From an optimization exercise on the open Yosys and OpenROAD flow, aimed at small area, a short achievable clock period and few clock cycles per item; shortcuts taken in it are not production practice.
Where RTL was checked, it was by simulation tests only, not by an equivalence proof against the original.
The RTL of runs 1 and 2 was laid out without a check of its function.

==> flow/design.v (outline; a module is shown in full before it is edited, if it fits) <==
// module me_fa: 4 lines
// module me_ha: 4 lines
// module me_sq: 1425 lines
// module me_mul: 3147 lines
// module me_suma: 389 lines
// module me_sumb: 191 lines
// module me_esct: 295 lines
// module me_por: 83 lines
// module mandel_engine: 176 lines
module mandel_engine (
    input             clk,
    input             reset,      
    input             start,      
    input  [31:0]     x,          
    input  [31:0]     y,          
    input  [20:0]     delta,      
    output            busy,       
    output reg        wr_en,      
    output reg [8:0]  wr_addr,    
    output reg [15:0] wr_data     
);
  // ...
==> flow/flow/run.sh <==
#!/bin/bash
# Standard ORFS layout, with timing repair aimed below the design's period:
# the SDC is unchanged (20 ns); repair_timing is asked to leave MARGIN ns of
# setup slack, so it optimises the paths as if the clock were faster.
set -euo pipefail
MARGIN=${MARGIN:-15}
bash standard.sh synth > synth.log 2>&1
bash standard.sh SETUP_SLACK_MARGIN=$MARGIN finish > layout.log 2>&1
==> flow/standard.sh <==
#!/bin/bash
# synth_recipe.tcl (not shown) runs the flow's synth.tcl, then flattens the netlist and writes it again
# the make line also repeats each setting of config.mk as NAME=value (left out here)
make -C /OpenROAD-flow-scripts/flow DESIGN_CONFIG=/design/flow/config.mk WORK_HOME=/design/flow/orfs CLKGATE_MAP_FILE= SYNTH_SCRIPT=/design/flow/synth_recipe.tcl "${@:-finish}"
==> flow/config.mk <==
export PLATFORM = sky130hd
export DESIGN_NAME = mandel_engine
export DESIGN_NICKNAME = mandel_engine
export VERILOG_FILES = /design/flow/design.v
export SDC_FILE = /design/flow/constraint.sdc
export NUM_CORES = 4
export LEC_CHECK = 0
export CAP_MARGIN = 20
export CORE_MARGIN = 2
export CORE_UTILIZATION = 40
export SLEW_MARGIN = 20
==> flow/constraint.sdc <==
create_clock -name core_clock -period 20.0 [get_ports {clk}]
set_input_delay 4.0000 -clock core_clock [delete_from_list [all_inputs] [get_ports {clk}]]
set_output_delay 4.0000 -clock core_clock [all_outputs]
set_load 0.01 [all_outputs]
==> run summary, run 1 <==
* Post-Syn Area at 78510 µm²
* Design Area, Final at 87830 µm²
* Pre-CTS setup slack at 12.82 ns
* GR Util met3 at 3.844%
* GR Util met2 at 41.34%
* Final ANT Viol Nets at 0
* Port bufs at 114
* Adder-Cell Fraction of Synth Area at 38.99%
* Largest registers: sv0: 64 flops, sv1: 64 flops
* Max-cap viol count at 0
* Async SR Flop Fraction at 0%
* Max FO, Critical Path at 5
* DR WL met3 at 20500 µm
* Most crowded layer after global routing: met2
* Fin util at 45.04%
* Clock-cell share of area at 3.279%
* Min Tclk post-route at 6.175 ns
* DRC Markers at 0
* CLK BUF at 103
* Number of global-route vias before repair at 61.16k
* Status: complete, no violations
* Top class by area: multi-input gates
* Detailed Place HPWL at 181300 µm
* Reg2reg path depth at 33
* Simple-Gate Fraction of Synth Area at 16.42%
* Synth Area in Compound Gates at 7.531%
* Area Overhead vs Synth at 11.86%
* Seq/total area at 18.94%
* Hold path cells at 0
* Instance count of the mapped netlist at 8452
* Fmax at 161.9 MHz
* Setup Buffers After CTS at 51
* Main combinational cell family by area after synthesis: adder cells
* Multi-input combinational area share at 62.41%
==> inputs of run 2 (changes only) <==
--- a/flow/config.mk
+++ b/flow/config.mk
@@ -9,3 +9,5 @@
 export CORE_MARGIN = 2
 export CORE_UTILIZATION = 40
 export SLEW_MARGIN = 20
+export SYNTH_HIERARCHICAL = 1
+export SYNTH_MINIMUM_KEEP_SIZE = 0
==> run 2 against run 1 <==
Clock skew down 0.012 ns. Worst setup slack improved by 0.036 ns. Global-route usage shrank 0.52 points. Critical path type unchanged. Critical endpoint is now gd[3].
==> run summary, run 2 <==
* Required @ worst endpoint at 20.41 ns (was 20.44 ns)
* Max FO, Critical Path at 6 (was 5)
* Worst Setup Path Type: reg -> reg (unchanged)
* Area Overhead vs Synth at 8.149% (was 11.86%)
* Largest net degree at the start of global routing at 72 (was 66)
* Final ANT Viol Nets at 0 (unchanged)
* FP Rows at 162 (unchanged)
* WHS at 0.3182 ns (was 0.3012 ns)
* Syn Area/Cell at 10.50 µm² (was 9.289 µm²)
* Inst Count DP at 9536 (was 10.91k)
* Area of the die at 199300 µm² (was 199800 µm²)
* Antenna violations before repair at 32 (was 26)
* Post-Syn Area at 78310 µm² (was 78510 µm²)
* Core area at 194800 µm² (was 195000 µm²)
* Chip width at 446.5 µm (was 447.0 µm)
* DRC Markers at 0 (unchanged)
* DRT Wirelength at 251200 µm (was 255800 µm)
* Slew Limit Fails at 0 (unchanged)
* Vias per cell at 5.571 (was 5.291)
* Number of H-tree levels at 3 (unchanged)
* RR Startpoint: xa[1] (unchanged)
* Worst-path clk slew at 0.06 ns (about the same)
* Skew final at 0.04672 ns (was 0.05875 ns)
* Gr ovfl total at 0 (unchanged)
* Hold/Removal Path Class: reg -> reg (unchanged)
* Endpoints failing hold at 0 (unchanged)
* Commonest non-fill, non-tap cells in the layout: 1301 x fa_1, 1175 x and2_1, 575 x dfxtp_1, 424 x nand2_1, 402 x ha_1 (was 1669 x inv_1, 1283 x fa_1, 975 x and2_1, 642 x nand2_1, 570 x dfxtp_1)
* RSZ-0062 raised after global routing: true (unchanged)
* Largest registers: sv0: 64 flops, sv1: 64 flops (unchanged)
* Setup violations, final at 0 (unchanged)
* Instance count of the mapped netlist at 7455 (was 8452)
* Worst-Skew Late Latency at 0.72 ns (was 0.73 ns)
* Fillers at 18.15k (was 18.80k)
* Post-layout net count at 8868 (was 10.23k)
* First-pass GRT wire length at 377800 µm (was 387000 µm)
* Root Driver: clkbuf_16 (unchanged)
* Min Tclk post-route at 6.139 ns (was 6.175 ns)
* Drt pass-1 iters at 7 (was 6)
* Clk sinks at 765 (was 763)
* Hold path cells at 0 (unchanged)
* Layout cells sized above 1 at 12.10% (was 8.367%)
* Final Non-Filler Cells at 9773 (was 11.17k)
* Height of the die at 446.5 µm (was 447.0 µm)
* Worst Setup Start Kind: flip-flop (unchanged)
* Synth warnings at 7 (was 1)
* Design Area, Final at 84690 µm² (was 87830 µm²)
* Vias at 54.45k (was 59.08k)
* Status: complete, no violations (unchanged)
* Worst-Margin Slew at 1.278 ns (was 1.261 ns)
* Max Root-Sink Buffers at 3 (unchanged)
* Reg2reg path depth at 24 (was 33)
* Max-cap viol count at 0 (unchanged)
* DRT iter0 DRCs at 4513 (was 4811)
* Gpl congestion at 0.9310 (was 0.9252)
* Starting Density at 40.20% (was 40.27%)
* Post-route clock period utilization at 30.70% (was 30.88%)
* Hold Startpoint: d0[10] (was c0[7])
* DP Area at 79050 µm² (was 82630 µm²)
* # IOs at 115 (unchanged)
* Number of global-route vias before repair at 58.31k (was 61.16k)
* Detailed Place HPWL at 177800 µm (was 181300 µm)
* Total GRT Usage at 25.38% (was 25.90%)
* Crit path from: xa[1] (unchanged)
* CP endpoint kind: flip-flop (unchanged)
* Port bufs at 114 (unchanged)
* Fmax at 162.9 MHz (was 161.9 MHz)
* Most common cell after layout, fill and taps aside: fa_1 (was inv_1)
* Wire per inst at 25.71 µm (was 22.91 µm)
* Setup TNS at 0 ns (unchanged)
* Slew Limit Headroom at 14.42% (was 15.80%)
* CTS Buf Count at 89 (was 83)
* CP arrival at 6.55 ns (was 6.61 ns)
* CTS tree: built (unchanged)
[run 2: cell types whose count changed in the layout (fill, tap and decap cells not counted), moves of 78 or more]
cell,before,now
and2_1,975,1175
and2_2,1,79
inv_1,1669,194
nand2_1,642,424
o21ai_0,217,135
[run 2: worst max-delay path, stage by stage (launching register included)]
cell and delay [ns]:
dfxtp_4 0.35, ha_4 0.26, fa_1 0.42, fa_1 0.54
ha_4 0.21, a31o_4 0.20, a21o_1 0.16, a21o_1 0.16
a21o_1 0.20, a211oi_2 0.22, o21bai_1 0.10, a21oi_2 0.25
o311ai_4 0.14, a221o_1 0.37, fa_2 0.36, inv_2 0.06
fa_2 0.42, nand3b_1 0.16, a211oi_4 0.08, a21bo_2 0.25
buf_12 0.14, o21ai_4 0.22, and2_4 0.24, nand2_8 0.12
o21ai_4 0.22
[run 2: worst paths after layout]
path             to  slack [ns]
max reg2reg   gd[3]       13.86
min          d1[10]        0.32
min reg2reg  d1[10]        0.32
max           gd[3]       13.86
[run 2: cell type report]
cell class	count	area, µm²	area share, %
repair buffers	278	3277	3.869
clock inverters	48	554.3	0.6545
inverters	200	750.7	0.8864
clock buffers	112	2550	3.011
multi-input cells	5739	57590	68.00
diodes	7	17.52	0.02068
well taps	2624	3283	3.877
flip-flops and latches	765	16670	19.68
[run 2: per-layer routing]
layer	vias to the layer above	track usage, %	share of wire (%)
met5	-	0	0.015
met4	6	9.368	3.9
met3	508	4.523	8.0
met2	2341	40.99	47
met1	28270	34.01	41
li1	23320	-	-
[run 2: stage by stage]
step	util, %	setup WS, ns
after floorplan	-	14.36
after global placement	40.58	12.41
after detailed placement	40.58	12.30
after CTS	42.88	13.83
after global routing	43.47	13.67
final	43.48	13.86
[run 2: repair_timing]
action | 4_1_cts | 5_1_grt
gates resized for setup | 256 | 239
endpoints found under the setup margin | 318 | 307
gates cloned | 29 | 8
pin swaps | 32 | 52
hold buffers | 0 | 0
buffers inserted | 28 | 5
==> module mandel_engine, before the edit <==
module mandel_engine (
    input             clk,
    input             reset,      
    input             start,      
    input  [31:0]     x,          
    input  [31:0]     y,          
    input  [20:0]     delta,      
    output            busy,       
    output reg        wr_en,      
    output reg [8:0]  wr_addr,    
    output reg [15:0] wr_data     
);
reg        running;
reg        ini;           
reg [31:0] gc, gd;        
reg [31:0] cs;            
reg [20:0] dr;            
reg [8:0]  gw;            
reg        gv;            
assign busy = running;
reg [30:0] ra, rb;        
reg        sa, sb;        
reg [31:0] dab;           
reg [31:0] c0, d0;
reg [7:0]  k0;
reg [63:0] sv0;           
reg [1:0]  pi0;           
reg [8:0]  wa0;           
reg [11:0] p30;           
reg        act0;
reg [31:0] xa, ya, xb, yb;    
reg        ca, cb;            
reg [30:0] xab, yab;          
reg        cab;
reg        cyc1;
reg [31:0] c1, d1;
reg [7:0]  k1;
reg [63:0] sv1;
reg [1:0]  pi1;
reg [8:0]  wa1;
reg [11:0] p31;
reg        act1;
wire [33:0] txa, tya, txb, tyb, txab, tyab;
me_sq  sqa (.r(ra), .X(txa), .Y(tya));
me_sq  sqb (.r(rb), .X(txb), .Y(tyb));
me_mul mab (.r(ra), .D(dab), .X(txab), .Y(tyab));
wire [63:0] st = {sa, ra, sb, rb};
wire cmp_en = (k0 > 8'd8);
wire save   = (k0[2:0] == 3'd0);
wire tca  = (txa[1] & tya[1])   | ((txa[1] | tya[1])   & txa[0] & tya[0]);
wire tcb  = (txb[1] & tyb[1])   | ((txb[1] | tyb[1])   & txb[0] & tyb[0]);
wire tcab = (txab[1] & tyab[1]) | ((txab[1] | tyab[1]) & txab[0] & tyab[0]);
always @(posedge clk) begin
    xa   <= txa[33:2];  ya  <= tya[33:2];  ca  <= tca;
    xb   <= txb[33:2];  yb  <= tyb[33:2];  cb  <= tcb;
    xab  <= txab[32:2]; yab <= tyab[32:2]; cab <= tcab;
    cyc1 <= cmp_en & (st == sv0);
    sv1  <= save ? st : sv0;
    c1   <= c0;   d1  <= d0;
    k1   <= k0;   pi1 <= pi0;
    wa1  <= wa0;  p31 <= p30;
    act1 <= reset ? 1'b0 : act0;
end
wire [33:0] eu, ev;
me_esct esct (.xa(xa), .ya(ya), .xb(xb), .yb(yb), .ca(ca), .cb(cb), .U(eu), .V(ev));
wire [29:0] e29 = {1'b0, eu[28:0]} + {1'b0, ev[28:0]};
wire [4:0]  eh  = eu[33:29] + ev[33:29] + {4'd0, e29[29]};
wire [32:0] oa32 = {1'b0, xa} + {1'b0, ya} + {32'd0, ca};
wire [32:0] ob32 = {1'b0, xb} + {1'b0, yb} + {32'd0, cb};
wire oa = oa32[32];
wire ob = ob32[32];
wire esc = (eh != {oa & ob, oa ^ ob, 3'd0});
wire [31:0] an, bn;
me_suma suma (.xa(xa), .ya(ya), .xb(xb), .yb(yb), .c(c1), .ca(ca), .cb(cb), .S(an));
me_sumb sumb (.x(xab), .y(yab), .d(d1), .cab(cab), .S(bn));
wire [31:0] pan, pbn;
me_por pora (.x(an), .P(pan));
me_por porb (.x(bn), .P(pbn));
wire [31:0] nbn = bn ^ pbn;                        
wire [30:0] an_abs = an[30:0] ^ ({31{an[31]}} & pan[30:0]);
wire [30:0] bn_abs = bn[31] ? nbn[30:0] : bn[30:0];
wire [31:0] dab_n  = an[31] ? nbn : bn;
wire done = act1 & (esc | cyc1 | (k1 == 8'd255));
wire last = (pi1 == 2'd3);
wire take = (~act1 | (done & last)) & gv;
wire inword = act1 & ~last;
wire [31:0] nc = inword ? (c1 + {11'd0, dr}) : gc;
wire [31:0] nd = inword ? d1 : gd;
wire [31:0] pnc, pnd;
me_por porc (.x(nc), .P(pnc));
me_por pord (.x(nd), .P(pnd));
wire [31:0] nnd = nd ^ pnd;                        
wire [30:0] nc_abs = nc[30:0] ^ ({31{nc[31]}} & pnc[30:0]);
wire [30:0] nd_abs = nd[31] ? nnd[30:0] : nd[30:0];
wire [31:0] dab_i  = nc[31] ? nnd : nd;
wire [7:0] kk = k1;
wire [3:0] pm = (kk > 8'd133) ? 4'd15 : (
                (kk > 8'd96)  ? 4'd14 : (
                (kk > 8'd69)  ? 4'd13 : (
                (kk > 8'd50)  ? 4'd12 : (
                (kk > 8'd36)  ? 4'd11 : (
                (kk > 8'd26)  ? 4'd10 : (
                (kk > 8'd19)  ? 4'd9  : (
                (kk > 8'd13)  ? 4'd8  : (
                (kk > 8'd10)  ? 4'd7  : (
                (kk >= 8'd7)  ? 4'd6  : (
                (kk >= 8'd5)  ? 4'd5  : kk[3:0] ))))))))));
wire [3:0] pix = esc ? pm : 4'd0;
wire ld = done | take;
always @(posedge clk) begin
    if (ld) begin
        ra  <= nc_abs;  sa <= nc[31];
        rb  <= nd_abs;  sb <= nd[31];
        dab <= dab_i;
        c0  <= nc;      d0 <= nd;
        k0  <= 8'd1;
    end else begin
        ra  <= an_abs;  sa <= an[31];
        rb  <= bn_abs;  sb <= bn[31];
        dab <= dab_n;
        c0  <= c1;      d0 <= d1;
        k0  <= k1 + 8'd1;
    end
    sv0 <= sv1;
    pi0 <= take ? 2'd0 : (done ? pi1 + 2'd1 : pi1);
    wa0 <= take ? gw : wa1;
    p30 <= done ? {p31[7:0], pix} : p31;
    act0 <= reset ? 1'b0 : (take | (act1 & ~(done & last)));
    wr_en   <= ~reset & done & last;
    wr_addr <= wa1;
    wr_data <= {p31, pix};
end
always @(posedge clk) begin
    if (reset) begin
        running <= 1'b0;
        ini     <= 1'b0;
        gv      <= 1'b0;
    end else if (!running) begin
        if (start) begin
            running <= 1'b1;
            ini     <= 1'b1;
        end
    end else begin
        ini <= 1'b0;
        if (ini) begin
            gv <= 1'b1;
        end else if (take && gw == 9'd511) begin
            gv <= 1'b0;
        end
        if (!ini && !gv && !act0 && !act1)
            running <= 1'b0;
    end
end
always @(posedge clk) begin
    if (!running) begin
        gc <= x;
        gd <= y;
        dr <= delta;
    end else if (ini) begin
        gc <= gc - {6'd0, dr, 5'd0};
        cs <= gc - {6'd0, dr, 5'd0};
        gd <= gd + {7'd0, dr, 4'd0};
        gw <= 9'd0;
    end else begin
        if (take) begin
            gw <= gw + 9'd1;
            if (gw[3:0] == 4'd15) begin
                gc <= cs;
                gd <= gd - {11'd0, dr};
            end else begin
                gc <= gc + {9'd0, dr, 2'd0};
            end
        end
    end
end
endmodule
==> inputs of run 3 (changes only) <==
--- a/flow/design.v
+++ b/flow/design.v
@@ -5560,7 +5560,8 @@
 reg        sa, sb;        
 reg [31:0] dab;           
 reg [31:0] c0, d0;
-reg [7:0]  k0;
+reg [7:0]  k0;            
+reg        e0;            
 reg [63:0] sv0;           
 reg [1:0]  pi0;           
 reg [8:0]  wa0;           
@@ -5573,6 +5574,7 @@
 reg        cyc1;
 reg [31:0] c1, d1;
 reg [7:0]  k1;
+reg        e1;
 reg [63:0] sv1;
 reg [1:0]  pi1;
 reg [8:0]  wa1;
@@ -5583,8 +5585,8 @@
 me_sq  sqb (.r(rb), .X(txb), .Y(tyb));
 me_mul mab (.r(ra), .D(dab), .X(txab), .Y(tyab));
 wire [63:0] st = {sa, ra, sb, rb};
-wire cmp_en = (k0 > 8'd8);
-wire save   = (k0[2:0] == 3'd0);
+wire cmp_en = (k0[7:3] != 5'd0);
+wire save   = (k0[2:0] == 3'd7);
 wire tca  = (txa[1] & tya[1])   | ((txa[1] | tya[1])   & txa[0] & tya[0]);
 wire tcb  = (txb[1] & tyb[1])   | ((txb[1] | tyb[1])   & txb[0] & tyb[0]);
 wire tcab = (txab[1] & tyab[1]) | ((txab[1] | tyab[1]) & txab[0] & tyab[0]);
@@ -5596,6 +5598,7 @@
     sv1  <= save ? st : sv0;
     c1   <= c0;   d1  <= d0;
     k1   <= k0;   pi1 <= pi0;
+    e1   <= e0;
     wa1  <= wa0;  p31 <= p30;
     act1 <= reset ? 1'b0 : act0;
 end
@@ -5618,7 +5621,7 @@
 wire [30:0] an_abs = an[30:0] ^ ({31{an[31]}} & pan[30:0]);
 wire [30:0] bn_abs = bn[31] ? nbn[30:0] : bn[30:0];
 wire [31:0] dab_n  = an[31] ? nbn : bn;
-wire done = act1 & (esc | cyc1 | (k1 == 8'd255));
+wire done = act1 & (e1 | cyc1 | (k1 == 8'd255));
 wire last = (pi1 == 2'd3);
 wire take = (~act1 | (done & last)) & gv;
 wire inword = act1 & ~last;
@@ -5643,7 +5646,7 @@
                 (kk > 8'd10)  ? 4'd7  : (
                 (kk >= 8'd7)  ? 4'd6  : (
                 (kk >= 8'd5)  ? 4'd5  : kk[3:0] ))))))))));
-wire [3:0] pix = esc ? pm : 4'd0;
+wire [3:0] pix = e1 ? pm : 4'd0;
 wire ld = done | take;
 always @(posedge clk) begin
     if (ld) begin
@@ -5651,13 +5654,15 @@
         rb  <= nd_abs;  sb <= nd[31];
         dab <= dab_i;
         c0  <= nc;      d0 <= nd;
-        k0  <= 8'd1;
+        k0  <= 8'd0;
+        e0  <= 1'b0;
     end else begin
         ra  <= an_abs;  sa <= an[31];
         rb  <= bn_abs;  sb <= bn[31];
         dab <= dab_n;
         c0  <= c1;      d0 <= d1;
         k0  <= k1 + 8'd1;
+        e0  <= esc;
     end
     sv0 <= sv1;
     pi0 <= take ? 2'd0 : (done ? pi1 + 2'd1 : pi1);
--- a/flow/config.mk
+++ b/flow/config.mk
@@ -9,5 +9,3 @@
 export CORE_MARGIN = 2
 export CORE_UTILIZATION = 40
 export SLEW_MARGIN = 20
-export SYNTH_HIERARCHICAL = 1
-export SYNTH_MINIMUM_KEEP_SIZE = 0
==> run 3 against run 2 <==
Worst setup slack gained 0.90 ns. Still clean. Synthesized area grew 1.6%. Cell count grew 15%. Critical path depth shrank 5. Count of clock-buffer cells in the layout grew 1. Maximum frequency grew 17%. Sequential cell count is the same.
==> run summary, run 3 <==
* Worst Hold Path EP: c1[5] (was d1[10])
* Port bufs at 114 (unchanged)
* Most numerous cell in the Yosys netlist: inv_1
* Number of H-tree levels at 3 (unchanged)
* Fillers at 19.20k (was 18.15k)
* Reg2reg path depth at 19 (was 24)
* DRT iter0 DRCs at 4736 (was 4513)
* Skew final at 0.07366 ns (was 0.04672 ns)
* Final ANT Viol Nets at 0 (unchanged)
* Max-cap viol count at 0 (unchanged)
* FF-to-FF End: ra[29] (was gd[3])
* Max Root-Sink Buffers at 3 (unchanged)
* Layout cells sized above 1 at 7.956% (was 12.10%)
* Worst Setup Path Type: reg -> reg (unchanged)
* Hold/Removal Path Class: reg -> reg (unchanged)
* CP arrival at 5.80 ns (was 6.55 ns)
* Area Overhead vs Synth at 10.49% (was 8.149%)
* Main synth FF type: dfxtp_1
* Hold Buf Count CTS at 0 (unchanged)
* Number of synthesized flops with an enable pin at 126
* Commonest non-fill, non-tap cells in the layout: 1674 x inv_1, 1275 x fa_1, 974 x and2_1, 704 x nand2_1, 570 x dfxtp_1 (was 1301 x fa_1, 1175 x and2_1, 575 x dfxtp_1, 424 x nand2_1, 402 x ha_1)
* Status: complete, no violations (unchanged)
* Drt pass-1 iters at 6 (was 7)
* Adder-Cell Fraction of Synth Area at 38.49%
* DRT Wirelength at 254300 µm (was 251200 µm)
* CTS tree: built (unchanged)
* Most area-hungry cell type in the Yosys netlist: fa_1
* Vias at 59.55k (was 54.45k)
* Synth Area in Compound Gates at 8.109%
* Largest registers: sv0: 64 flops, sv1: 64 flops (unchanged)
* Multi-input logic area at 56080 µm² (was 57590 µm²)
* DP Area at 83500 µm² (was 79050 µm²)
* Clk sinks at 765 (unchanged)
* Share of the synthesized area in the top cell type at 32.42%
* Detailed Place HPWL at 187500 µm (was 177800 µm)
* # IOs at 115 (unchanged)
* Gr ovfl total at 0 (unchanged)
* Max FO, Critical Path at 4 (was 6)
* Gpl congestion at 0.9612 (was 0.9310)
* Slew Limit Fails at 0 (unchanged)
* Core area at 197400 µm² (was 194800 µm²)
* Synth area leaders: fa_1 32%, dfxtp_1 16%, inv_1 8.0%
* Syn Area/Cell at 9.244 µm² (was 10.50 µm²)
* #FFs+latches synth at 765
* Post-layout net count at 10.33k (was 8868)
* CTS Buf Count at 84 (was 89)
* Design Area, Final at 87890 µm² (was 84690 µm²)
* Post-route clock period utilization at 26.18% (was 30.70%)
* Worst-path clk slew at 0.07 ns (was 0.06 ns)
* Synth warnings at 1 (was 7)
* RR Startpoint: ya[1] (was xa[1])
* Min Tclk post-route at 5.235 ns (was 6.139 ns)
* Instance count of the mapped netlist at 8605 (was 7455)
* CP endpoint kind: flip-flop (unchanged)
* Library cells used by synthesis at 96
* Endpoints failing hold at 0 (unchanged)
* Height of the die at 449.9 µm (was 446.5 µm)
* Hold path cells at 0 (unchanged)
* Synth Area in XOR/XNOR at 4.228%
* Main combinational cell family by area after synthesis: adder cells
* Area of the die at 202400 µm² (was 199300 µm²)
* Register Area at 16680 µm² (was 16670 µm²)
* Chip width at 449.9 µm (was 446.5 µm)
* Required @ worst endpoint at 20.56 ns (was 20.41 ns)
* Hold Startpoint: c0[5] (was d0[10])
* Reg2reg setup slack at 14.76 ns (was 13.86 ns)
* Sequential area share after synthesis at 20.84%
* Post-Syn Area at 79540 µm² (was 78310 µm²)
* Async SR Flop Fraction at 0%
* First-pass GRT wire length at 386100 µm (was 377800 µm)
* Worst-Skew Late Latency at 0.71 ns (was 0.72 ns)
* Most common cell after layout, fill and taps aside: inv_1 (was fa_1)
* Slew Limit Headroom at 18.92% (was 14.42%)
* Vias per cell at 5.279 (was 5.571)
* Critical path's slowest cell: fa_1 (unchanged)
* Largest net degree at the start of global routing at 178 (was 72)
* Worst Setup Start Kind: flip-flop (unchanged)
* Critical-path cell list: inv_2 > fa_2 > inv_2 > fa_1 > fa_1 > ha_4 > buf_4 > o21ai_1 > or2_2 > a21o_1 > a2111oi_4 > o2111ai_2 > or4_4 > and4bb_4 > nand3_4 > buf_4 > o31ai_4 > xor2_1 > mux2i_1 (was ha_4 > fa_1 > fa_1 > ha_4 > a31o_4 > a21o_1 > a21o_1 > a21o_1 > a211oi_2 > o21bai_1 > a21oi_2 > o311ai_4 > a221o_1 > fa_2 > inv_2 > fa_2 > nand3b_1 > a211oi_4 > a21bo_2 > buf_12 > o21ai_4 > and2_4 > nand2_8 > o21ai_4)
* Synth cell count leaders: 1691 x inv_1, 1288 x fa_1, 974 x and2_1, 706 x nand2_1, 639 x dfxtp_1
* RSZ-0062 raised after global routing: true (unchanged)
* Fin util at 44.52% (was 43.48%)
* Fmax at 191.0 MHz (was 162.9 MHz)
* Root Driver: clkbuf_16 (unchanged)
* Wire per inst at 22.55 µm (was 25.71 µm)
* Worst-Margin Slew at 1.208 ns (was 1.278 ns)
* FP Rows at 163 (was 162)
* Total GRT Usage at 25.17% (was 25.38%)
* Max incr delay on CP at 0.54 ns (about the same)
* Antenna violations before repair at 31 (was 32)
* Setup violations, final at 0 (unchanged)
* Starting Density at 40.29% (was 40.20%)
* DRC Markers at 0 (unchanged)
* Mux cell area share after synthesis at 1.691%
* Setup TNS at 0 ns (unchanged)
* Number of global-route vias before repair at 62.18k (was 58.31k)
* Simple-Gate Fraction of Synth Area at 16.71%
[run 3: cell types whose count changed in the layout (fill, tap and decap cells not counted), sizes merged, moves of 21 or more]
| cell | change |
|---|---|
| xor2 | -28 |
| nor2 | -30 |
| a21oi | -73 |
| inv | +1489 |
| nor3 | +37 |
| and2 | -282 |
| nand2 | +250 |
| o21ai | +87 |
| or3 | +21 |
[run 3: how the worst max path moves through the flow]
| stage | startpoint | endpoint | slack (ns) | cells past startpoint |
|---|---|---|---|---|
| after floorplan | ya[3] | ra[30] | 14.87 | 16 |
| after global placement | xab[8] | rb[30] | 14.27 | 17 |
| after detailed placement | ca | ra[30] | 14.22 | 18 |
| after CTS | ya[1] | ra[30] | 14.67 | 18 |
| after global routing | xa[0] | ra[27] | 14.57 | 19 |
| final | ya[1] | ra[29] | 14.76 | 19 |
[run 3: cells by family (layout without fill, tap and decap cells)]
logic type	Yosys count	count (layout)
compound gates	1010	1010
xor+xnor	384	384
fa+ha+maj	1674	1674
buf+inv	2102	2131
flops	765	765
mux	124	124
other cells	0	6
simple gates	2546	2547
[run 3: per-layer routing]
layer | global-route usage, % | share of wire, %
met5 | 0 | 0.0051
met2 | 41.27 | 47
met1 | 32.89 | 41
met4 | 10.53 | 4.8
met3 | 4.193 | 7.3
[run 3: layout make-up]
cell class                 count  area share, %
clock buffer                 113          2.736
antenna                        6        0.01708
timing repair buffer         285          2.974
sequential                   765          18.98
tap                         2640          3.758
clock inverter                40         0.4940
inverter                    1693          7.235
multi-input combinational   5739          63.81
[run 3: timing repair]
item	CTS	global route
gates cloned	0	1
endpoints found under the setup margin	146	139
buffers inserted	29	25
pin swaps	34	59
gates resized for setup	249	150
[run 3: critical path: cells and delay by family (launching register included)]
| family | cells | cell delay (ns) |
|---|---|---|
| compound gates | 5 | 1.12 |
| xor+xnor | 1 | 0.24 |
| fa+ha+maj | 4 | 1.60 |
| buf+inv | 4 | 0.42 |
| flops | 1 | 0.34 |
| mux | 1 | 0.10 |
| simple gates | 4 | 1.31 |
[run 3: stage by stage]
step / cells / setup WS (ns) / hold slack [ns]
detailed placement: 11070 / 14.22 / 0.3121
floorplan: 8605 / 14.87 / 0.3096
CTS: 11250 / 14.67 / 0.2991
global placement: 11070 / 14.27 / 0.3098
global route: 11280 / 14.57 / 0.3056
finish: 11280 / 14.76 / 0.3008
Testbench counts of run 3, summed over its fixed seeds: cycles 4,239,862, pixels 98,304.
==> inputs of run 4 (changes only) <==
--- a/flow/config.mk
+++ b/flow/config.mk
@@ -5,7 +5,10 @@
 export SDC_FILE = /design/flow/constraint.sdc
 export NUM_CORES = 4
 export LEC_CHECK = 0
+export ABC_AREA = 1
 export CAP_MARGIN = 20
 export CORE_MARGIN = 2
 export CORE_UTILIZATION = 40
 export SLEW_MARGIN = 20
+export SYNTH_HIERARCHICAL = 1
+export SYNTH_MINIMUM_KEEP_SIZE = 0
==> run 4 against run 3 <==
Worst hold slack better by 0.0057 ns. Cell area is 0.20% lower. Synthesized cell count is 22% higher. Largest cell class unchanged.
==> run summary, run 4 <==
* RSZ-0062 raised after global routing: true (unchanged)
* Worst Setup Start Kind: flip-flop (unchanged)
* Met1 WL at 123000 µm (was 103400 µm)
* Endpoints failing hold at 0 (unchanged)
* Max-cap viol count at 0 (unchanged)
* WP buf/inv at 1 (was 4)
* Hold/Removal Path Class: reg -> reg (unchanged)
* CP arrival at 1.18 ns (was 5.80 ns)
* Gpl congestion at 1.023 (was 0.9612)
* Hold Startpoint: sv1[12] (was c0[5])
* Critical path's slowest cell: dfxtp_1 (was fa_1)
* Layout cells sized above 1 at 5.275% (was 7.956%)
* Vias at 66.43k (was 59.55k)
* DR WL met3 at 23150 µm (was 18660 µm)
* Chip width at 463.1 µm (was 449.9 µm)
* # IOs at 115 (unchanged)
* Setup violations, final at 0 (unchanged)
* Synth warnings at 7 (was 1)
* Fillers at 21.01k (was 19.20k)
* CTS tree: built (unchanged)
* Worst Setup Path Type: reg -> out (was reg -> reg)
* Reg2reg path depth at 11 (was 19)
* Met2 Wirelength at 140900 µm (was 120100 µm)
* Required @ worst endpoint at 16.00 ns (was 20.56 ns)
* Min Tclk post-route at 5.182 ns (was 5.235 ns)
* Largest registers: sv0: 64 flops, sv1: 64 flops (unchanged)
* Height of the die at 463.1 µm (was 449.9 µm)
* Max FO, Critical Path at 1 (was 4)
* Detailed Place HPWL at 237700 µm (was 187500 µm)
* Status: complete, no violations (unchanged)
* RR Startpoint: dab[29] (was ya[1])
* Port bufs at 114 (unchanged)
* Vias per cell at 5.120 (was 5.279)
* CTS Buf Count at 94 (was 84)
* Post-layout net count at 11.86k (was 10.33k)
* DRC Markers at 0 (unchanged)
* Fmax at 193.0 MHz (was 191.0 MHz)
* DR top layer: met5 (unchanged)
* DRT iter0 DRCs at 6605 (was 4736)
* Core area at 209600 µm² (was 197400 µm²)
* Worst Hold Path EP: sv0[12] (was c1[5])
* Syn Area/Cell at 8.015 µm² (was 9.244 µm²)
* First-pass GRT wire length at 454400 µm (was 386100 µm)
* Worst-Margin Slew at 1.186 ns (was 1.208 ns)
* Slew Limit Headroom at 20.85% (was 18.92%)
* Instance count of the mapped netlist at 10.52k (was 8605)
* CP endpoint kind: output port (was flip-flop)
* Register Area at 16700 µm² (was 16680 µm²)
* Largest net degree at the start of global routing at 116 (was 178)
* Hold path cells at 0 (unchanged)
* DRT Wirelength at 309700 µm (was 254300 µm)
* Multi-input logic area at 54550 µm² (was 56080 µm²)
* Commonest non-fill, non-tap cells in the layout: 3100 x nand2_1, 2040 x inv_1, 1303 x fa_1, 582 x dfxtp_1, 499 x nor2_1 (was 1674 x inv_1, 1275 x fa_1, 974 x and2_1, 704 x nand2_1, 570 x dfxtp_1)
* Hold Buf Count CTS at 0 (unchanged)
* Setup TNS at 0 ns (unchanged)
* Wire per inst at 23.87 µm (was 22.55 µm)
* Most common cell after layout, fill and taps aside: nand2_1 (was inv_1)
* Root Driver: clkbuf_16 (unchanged)
* Inst Count DP at 12.77k (was 11.07k)
* Final Non-Filler Cells at 12.97k (was 11.28k)
* Critical Path Stages at 1 (was 19)
* Crit path max-delay family: flip-flops (was adder cells)
* Max incr delay on CP at 0.31 ns (was 0.54 ns)
* Number of global-route vias before repair at 67.99k (was 62.18k)
* Number of H-tree levels at 3 (unchanged)
* Fin util at 41.85% (was 44.52%)
* Max Root-Sink Buffers at 3 (unchanged)
* Post-route clock period utilization at 25.91% (was 26.18%)
* Reg2reg setup slack at 15.12 ns (was 14.76 ns)
* Post-Syn Area at 84310 µm² (was 79540 µm²)
* Antenna violations before repair at 28 (was 31)
* Clk sinks at 767 (was 765)
* FP Rows at 168 (was 163)
* Gr ovfl total at 0 (unchanged)
* Drt pass-1 iters at 6 (unchanged)
* Final ANT Viol Nets at 0 (unchanged)
* Area of the die at 214500 µm² (was 202400 µm²)
* Total GRT Usage at 28.85% (was 25.17%)
* Starting Density at 40.23% (was 40.29%)
* Area Overhead vs Synth at 4.035% (was 10.49%)
* Worst-path clk slew at 0.06 ns (was 0.07 ns)
* Worst-Skew Late Latency at 0.75 ns (was 0.71 ns)
* FF-to-FF End: xab[8] (was ra[29])
* Critical-path cell list: buf_2 (was inv_2 > fa_2 > inv_2 > fa_1 > fa_1 > ha_4 > buf_4 > o21ai_1 > or2_2 > a21o_1 > a2111oi_4 > o2111ai_2 > or4_4 > and4bb_4 > nand3_4 > buf_4 > o31ai_4 > xor2_1 > mux2i_1)
* Slew Limit Fails at 0 (unchanged)
* Skew final at 0.03625 ns (was 0.07366 ns)
[run 4: repair_timing]
action / 4_1_cts / 5_1_grt
gates resized for setup: 131 / 47
gates cloned: 0 / 0
endpoints found under the setup margin: 28 / 90
hold endpoints to repair: 0 / 0
setup buffers: 0 / 6
pin swaps: 0 / 1
[run 4: layout make-up]
cell class | count | area share [%]
Clock inverter | 50 | 0.5307
Antenna cell | 25 | 0.07132
Inverter | 2070 | 8.870
Clock buffer | 122 | 3.013
Tap cell | 2805 | 4.001
Sequential cell | 767 | 19.04
Timing Repair Buffer | 228 | 2.281
Multi-Input combinational cell | 6906 | 62.20
[run 4: metrics by stage]
step	hold WS [ns]	worst slack, ns	area (µm²)
6_report	0.3065	14.82	87710
5_1_grt	0.3132	14.78	87710
4_1_cts	0.3025	14.76	87480
3_5_place_dp	0.3121	14.96	84420
3_3_place_gp	0.3096	14.95	84420
2_1_floorplan	0.3096	15.40	84320
[run 4: routing by layer]
| metal | global-route usage [%] | vias up |
|---|---|---|
| li1 | - | 30050 |
| met1 | 37.11 | 32760 |
| met2 | 45.84 | 2929 |
| met3 | 4.211 | 675 |
| met4 | 17.73 | 12 |
| met5 | 0 | - |
[run 4: worst max-delay path by stage]
stage / start / to
2_1_floorplan: y[23] / gd[23]
3_3_place_gp: y[23] / gd[23]
3_5_place_dp: y[23] / gd[23]
4_1_cts: wr_data[11] / wr_data[11]
5_1_grt: wr_data[0] / wr_data[0]
6_report: wr_data[0] / wr_data[0]
==> inputs of run 5 (changes only) <==
--- a/flow/config.mk
+++ b/flow/config.mk
@@ -5,7 +5,6 @@
 export SDC_FILE = /design/flow/constraint.sdc
 export NUM_CORES = 4
 export LEC_CHECK = 0
-export ABC_AREA = 1
 export CAP_MARGIN = 20
 export CORE_MARGIN = 2
 export CORE_UTILIZATION = 40
==> run 5 against run 4 <==
Maximum frequency decreased by 0.99%. Critical path type is now reg -> reg. Still clean on timing, DRC and antenna. Cell count decreased by 25%.
==> run summary, run 5 <==
* Final ANT Viol Nets at 0 (unchanged)
* Critical-path cell list: inv_2 > fa_2 > fa_1 > fa_1 > fa_2 > a21o_1 > a221oi_4 > o211ai_4 > a31o_4 > a31oi_4 > o21ai_1 > xor2_1 > or4_4 > nor4_4 > nand2_1 > nand2_2 > xnor2_2 > nor2_1 > a31oi_1 (was buf_2)
* CTS tree: built (unchanged)
* Largest registers: sv0: 64 flops, sv1: 64 flops (unchanged)
* RSZ-0062 raised after global routing: true (unchanged)
* Fillers at 18.40k (was 21.01k)
* Register Area at 16730 µm² (was 16700 µm²)
* Gpl congestion at 0.8964 (was 1.023)
* Detailed Place HPWL at 175400 µm (was 237700 µm)
* Status: complete, no violations (unchanged)
* Reg2reg path depth at 19 (was 11)
* Drt pass-1 iters at 6 (unchanged)
* Layout cells sized above 1 at 10.18% (was 5.275%)
* Worst-Margin Slew at 1.124 ns (was 1.186 ns)
* Vias per cell at 5.507 (was 5.120)
* Antenna violations before repair at 25 (was 28)
* Gr ovfl total at 0 (unchanged)
* Slew Limit Fails at 0 (unchanged)
* DRT Wirelength at 240500 µm (was 309700 µm)
* # IOs at 115 (unchanged)
* Port bufs at 114 (unchanged)
* Max-cap viol count at 0 (unchanged)
* Largest net degree at the start of global routing at 100 (was 116)
* Number of H-tree levels at 3 (unchanged)
* Required @ worst endpoint at 20.61 ns (was 16.00 ns)
* Syn Area/Cell at 10.54 µm² (was 8.015 µm²)
* Reg2reg setup slack at 14.77 ns (was 15.12 ns)
* RR Startpoint: xb[0] (was dab[29])
* Wire per inst at 24.67 µm (was 23.87 µm)
* Crit path max-delay family: adder cells (was flip-flops)
* CP arrival at 5.84 ns (was 1.18 ns)
* Hold/Removal Path Class: reg -> reg (unchanged)
* GR Util met1 at 32.21% (was 37.11%)
* Critical Path Stages at 19 (was 1)
* First-pass GRT wire length at 363100 µm (was 454400 µm)
* Crit path from: xb[0] (was wr_data[0])
* Fmax at 191.0 MHz (was 193.0 MHz)
* Area of the die at 200300 µm² (was 214500 µm²)
* Post-layout net count at 8831 (was 11.86k)
* Max incr delay on CP at 0.57 ns (was 0.31 ns)
* GR Util met2 at 38.44% (was 45.84%)
* Most common cell after layout, fill and taps aside: fa_1 (was nand2_1)
* Most crowded layer after global routing: met2 (unchanged)
* Multi-input logic area at 57100 µm² (was 54550 µm²)
* End of the critical path: ra[28] (was wr_data[0])
* Clk sinks at 767 (unchanged)
* Worst-path clk slew at 0.06 ns (about the same)
* Max Root-Sink Buffers at 3 (unchanged)
* Slew Limit Headroom at 24.99% (was 20.85%)
* CTS Buf Count at 90 (was 94)
* Starting Density at 40.32% (was 40.23%)
* Area Overhead vs Synth at 5.625% (was 4.035%)
* WP buf/inv at 1 (unchanged)
* Post-route clock period utilization at 26.17% (was 25.91%)
* Post-Syn Area at 78700 µm² (was 84310 µm²)
* Root Driver: clkbuf_16 (unchanged)
* Total GRT Usage at 24.23% (was 28.85%)
* Vias at 53.70k (was 66.43k)
* Number of global-route vias before repair at 56.98k (was 67.99k)
* Instance count of the mapped netlist at 7467 (was 10.52k)
* Setup TNS at 0 ns (unchanged)
* Setup violations, final at 0 (unchanged)
* Inst Count DP at 9542 (was 12.77k)
* Skew final at 0.04005 ns (was 0.03625 ns)
* Endpoints failing hold at 0 (unchanged)
* Core area at 195200 µm² (was 209600 µm²)
* GR Util met3 at 5.066% (was 4.211%)
* Max FO, Critical Path at 3 (was 1)
* Worst Setup Start Kind: flip-flop (unchanged)
* FP Rows at 162 (was 168)
* Worst-Skew Late Latency at 0.71 ns (was 0.75 ns)
* DRT iter0 DRCs at 4568 (was 6605)
* Commonest non-fill, non-tap cells in the layout: 1298 x fa_1, 1180 x and2_1, 562 x dfxtp_1, 412 x nand2_1, 392 x ha_1 (was 3100 x nand2_1, 2040 x inv_1, 1303 x fa_1, 582 x dfxtp_1, 499 x nor2_1)
* DRC Markers at 0 (unchanged)
* Critical path's slowest cell: fa_1 (was dfxtp_1)
* Final Non-Filler Cells at 9751 (was 12.97k)
* Synth warnings at 7 (unchanged)
* CP endpoint kind: flip-flop (was output port)
* Worst Setup Path Type: reg -> reg (was reg -> out)
* Chip width at 447.6 µm (was 463.1 µm)
* Height of the die at 447.6 µm (was 463.1 µm)
* Min Tclk post-route at 5.234 ns (was 5.182 ns)
* FF-to-FF End: ra[28] (was xab[8])
## run 5: through the flow
stage / instance area (µm²) / utilization, % / setup slack [ns] / hold WS (ns)
after global routing: 83080 / 42.56 / 14.58 / 0.3218
after floorplan: 78730 / - / 14.98 / 0.3096
after detailed placement: 79230 / 40.59 / 14.20 / 0.3121
after CTS: 82690 / 42.36 / 14.80 / 0.3076
after global placement: 79230 / 40.59 / 13.98 / 0.3095
final: 83120 / 42.58 / 14.77 / 0.3173
## run 5: worst min-delay path by stage
| stage | from | cells after the start | slack (ns) | end |
|---|---|---|---|---|
| final | sv1[35] | 0 | 0.32 | sv0[35] |
| after global routing | sv1[35] | 0 | 0.32 | sv0[35] |
| after CTS | sv1[35] | 0 | 0.31 | sv0[35] |
| after detailed placement | c0[30] | 0 | 0.31 | c1[30] |
| after global placement | c0[18] | 0 | 0.31 | c1[18] |
| after floorplan | c0[0] | 0 | 0.31 | c1[0] |
## run 5: final cells by class
cell class | instances | share of cell area [%]
multi-input cells | 5738 | 68.70
flip-flops and latches | 767 | 20.13
well taps | 2624 | 3.950
clock buffers | 117 | 3.104
repair buffers | 234 | 2.505
inverters | 205 | 0.9257
clock inverters | 49 | 0.6427
diodes | 17 | 0.05118
## run 5: layer usage
layer | wire, µm | vias to the layer above
met2 | 110500 | 2049
met4 | 10570 | 6
li1 | - | 23370
met5 | 59 | -
met3 | 17810 | 496
met1 | 101600 | 27780
## run 5: what timing repair did
| action | 4_1_cts | 5_1_grt |
|---|---|---|
| resized for setup | 209 | 70 |
| pin swaps | 37 | 32 |
| hold buffers | 0 | 0 |
| setup buffers | 11 | 14 |
| gates cloned | 0 | 1 |
| endpoints found under the setup margin | 123 | 100 |
==> inputs of run 6 (changes only) <==
--- a/flow/config.mk
+++ b/flow/config.mk
@@ -8,6 +8,8 @@
 export CAP_MARGIN = 20
 export CORE_MARGIN = 2
 export CORE_UTILIZATION = 40
+export CTS_CLUSTER_DIAMETER = 100
+export CTS_CLUSTER_SIZE = 30
 export SLEW_MARGIN = 20
 export SYNTH_HIERARCHICAL = 1
 export SYNTH_MINIMUM_KEEP_SIZE = 0
==> run 6 against run 5 <==
Still clean on timing, DRC and antenna. Via count fell by 0.60%. Die area did not move. Non-clock buffer count fell by 5. Core utilization fell by 0.72 points. Worst hold slack got worse by 0.0021 ns. Routed wire length fell by 0.74%. Synthesized cell count did not move. First-iteration DRC count fell by 1.0%. Largest cell class unchanged.
==> run summary, run 6 <==
* Fmax at 193.1 MHz (was 191.0 MHz)
* Max FO, Critical Path at 2 (was 3)
* Worst Setup Path Type: reg -> out (was reg -> reg)
* DRT iter0 DRCs at 4521 (was 4568)
* Fillers at 18.52k (was 18.40k)
* Clk sinks at 767 (unchanged)
* Core area at 195200 µm² (unchanged)
* Detailed Place HPWL at 175400 µm (unchanged)
* Worst-Margin Slew at 1.115 ns (was 1.124 ns)
* RSZ-0062 raised after global routing: true (unchanged)
* Most common cell after layout, fill and taps aside: fa_1 (unchanged)
* Required @ worst endpoint at 16.00 ns (was 20.61 ns)
* Crit path from: running (was xb[0])
* Slew Limit Headroom at 25.58% (was 24.99%)
* Hold/Removal Path Class: reg -> reg (unchanged)
* Register Area at 16750 µm² (was 16730 µm²)
* DRT Wirelength at 238800 µm (was 240500 µm)
* CTS Buf Count at 41 (was 90)
* Number of H-tree levels at 2 (was 3)
* Instance count of the mapped netlist at 7467 (unchanged)
* Fin util at 41.86% (was 42.58%)
* Max-cap viol count at 0 (unchanged)
* CP arrival at 1.18 ns (was 5.84 ns)
* Final ANT Viol Nets at 0 (unchanged)
* Total GRT Usage at 24.03% (was 24.23%)
* Largest net degree at the start of global routing at 100 (unchanged)
* FF-to-FF End: e0 (was ra[28])
* Crit path max-delay family: flip-flops (was adder cells)
* Gpl congestion at 0.8964 (unchanged)
* CP endpoint kind: output port (was flip-flop)
* Skew final at 0.08646 ns (was 0.04005 ns)
* Number of global-route vias before repair at 56.46k (was 56.98k)
* Vias per cell at 5.529 (was 5.507)
* Gr ovfl total at 0 (unchanged)
* Min Tclk post-route at 5.180 ns (was 5.234 ns)
* Setup TNS at 0 ns (unchanged)
* FP Rows at 162 (unchanged)
* Worst-Skew Late Latency at 0.71 ns (about the same)
* Critical path's slowest cell: dfxtp_4 (was fa_1)
* Reg2reg setup slack at 14.92 ns (was 14.77 ns)
* Chip width at 447.6 µm (unchanged)
* Final worst setup slack at 14.82 ns (was 14.77 ns)
* Endpoints failing hold at 0 (unchanged)
* # IOs at 115 (unchanged)
* Multi-input logic area at 57220 µm² (was 57100 µm²)
* Pre-CTS setup slack at 14.20 ns (unchanged)
* RR Startpoint: xa[1] (was xb[0])
* Status: complete, no violations (unchanged)
* Antenna violations before repair at 23 (was 25)
* End of the critical path: busy (was ra[28])
* Root Driver: clkbuf_16 (unchanged)
* Critical Path Stages at 1 (was 19)
* Reg2reg path depth at 22 (was 19)
* Worst-path clk slew at 0.11 ns (was 0.06 ns)
* Max incr delay on CP at 0.37 ns (was 0.57 ns)
* CTS tree: built (unchanged)
* Post-route clock period utilization at 25.90% (was 26.17%)
* Synth warnings at 7 (unchanged)
* Post-layout net count at 8777 (was 8831)
* Height of the die at 447.6 µm (unchanged)
* DRC Markers at 0 (unchanged)
* Critical-path cell list: buf_6 (was inv_2 > fa_2 > fa_1 > fa_1 > fa_2 > a21o_1 > a221oi_4 > o211ai_4 > a31o_4 > a31oi_4 > o21ai_1 > xor2_1 > or4_4 > nor4_4 > nand2_1 > nand2_2 > xnor2_2 > nor2_1 > a31oi_1)
* Port bufs at 114 (unchanged)
* Max Root-Sink Buffers at 3 (unchanged)
* Slew Limit Fails at 0 (unchanged)
* Setup violations, final at 0 (unchanged)
* Drt pass-1 iters at 5 (was 6)
* Commonest non-fill, non-tap cells in the layout: 1295 x fa_1, 1180 x and2_1, 548 x dfxtp_1, 407 x nand2_1, 393 x ha_1 (was 1298 x fa_1, 1180 x and2_1, 562 x dfxtp_1, 412 x nand2_1, 392 x ha_1)
* WP buf/inv at 1 (unchanged)
* Starting Density at 40.32% (unchanged)
* Syn Area/Cell at 10.54 µm² (unchanged)
* Worst Setup Start Kind: flip-flop (unchanged)
* Post-Syn Area at 78700 µm² (unchanged)
* Vias at 53.38k (was 53.70k)
* Area of the die at 200300 µm² (unchanged)
* Area Overhead vs Synth at 3.835% (was 5.625%)
* Largest registers: sv0: 64 flops, sv1: 64 flops (unchanged)
* Wire per inst at 24.73 µm (was 24.67 µm)
* First-pass GRT wire length at 360500 µm (was 363100 µm)
* Layout cells sized above 1 at 9.541% (was 10.18%)
[run 6: layout make-up]
type	count	area share (%)
tap	2624	4.018
timing repair buffer	229	2.507
sequential	767	20.50
inverter	205	0.9417
clock buffer	49	1.370
clock inverter	24	0.5711
multi-input combinational	5738	70.03
antenna	19	0.05818
[run 6: worst min path at each step]
stage                       start  endpoint  slack (ns)  cells after the start
after CTS                 sv1[36]   sv0[36]        0.32                      0
after detailed placement   c0[30]    c1[30]        0.31                      0
after global routing      sv1[36]   sv0[36]        0.32                      0
after global placement     c0[18]    c1[18]        0.31                      0
final                     sv1[36]   sv0[36]        0.32                      0
after floorplan             c0[0]     c1[0]        0.31                      0
[run 6: routing by layer]
layer	GRT usage [%]	wire length (µm)
met1	32.09	100500
met3	4.553	17580
met4	9.197	9923
met2	38.57	110700
met5	0.1465	30
[run 6: through the flow]
| step | hold slack, ns | instances | area [µm²] |
|---|---|---|---|
| 2_1_floorplan | 0.3096 | 7471 | 78730 |
| 4_1_cts | 0.3162 | 9624 | 81110 |
| 5_1_grt | 0.3153 | 9637 | 81670 |
| 6_report | 0.3152 | 9655 | 81710 |
| 3_5_place_dp | 0.3121 | 9542 | 79230 |
| 3_3_place_gp | 0.3095 | 9542 | 79230 |
[run 6: timing repair]
item,4_1_cts,5_1_grt
pin swaps,32,33
gates resized for setup,198,125
buffers inserted,9,12
hold buffers,0,0
endpoints found under the setup margin,125,107

==> re-timing with driven ports <==
Ports are ideal in the flow. The routed layouts listed here were re-timed in OpenROAD.
Step 1 (the two cells are an assumption about what drives the block):
set clk [get_ports {clk}]
set_driving_cell -lib_cell sky130_fd_sc_hd__clkbuf_16 $clk
set_driving_cell -lib_cell sky130_fd_sc_hd__buf_2 [delete_from_list [all_inputs] $clk]
Step 2 times the ports against the registers' clock, not the clock port: input delays grow and output delays shrink by t, the midpoint of the rising clock arrivals with the driver on.
Three values: ideal, step 1, step 2; two values: the first two.
run | shift t [ns] | slack for setup (ns) | worst hold slack (ns) | worst setup path after step 2 | pins driven straight from the clock port
run 1 | 0.782 | 13.825 / 13.825 / 13.825 | 0.301 / 0.301 / 0.301 | register to register | 1
run 2 | 0.783 | 13.861 / 13.861 / 13.861 | 0.318 / 0.318 / 0.318 | register to register | 1
run 3 | 0.754 | 14.765 / 14.747 / 14.765 | 0.301 / 0.301 / 0.301 | register to register | 1
run 4 | 0.828 | 14.818 / 14.721 / 14.961 | 0.307 / 0.307 / 0.307 | input to register | 1
run 5 | 0.773 | 14.766 / 14.759 / 14.608 | 0.317 / 0.317 / 0.317 | input to register | 1
run 6 | 0.747 | 14.820 / 14.736 / 14.653 | 0.315 / 0.315 / 0.315 | input to register | 1
After both steps setup and hold are still met in every run listed. For run 6, which loses most, drivers alone change the setup slack by -0.084 ns; drivers and shift together by -0.167 ns.
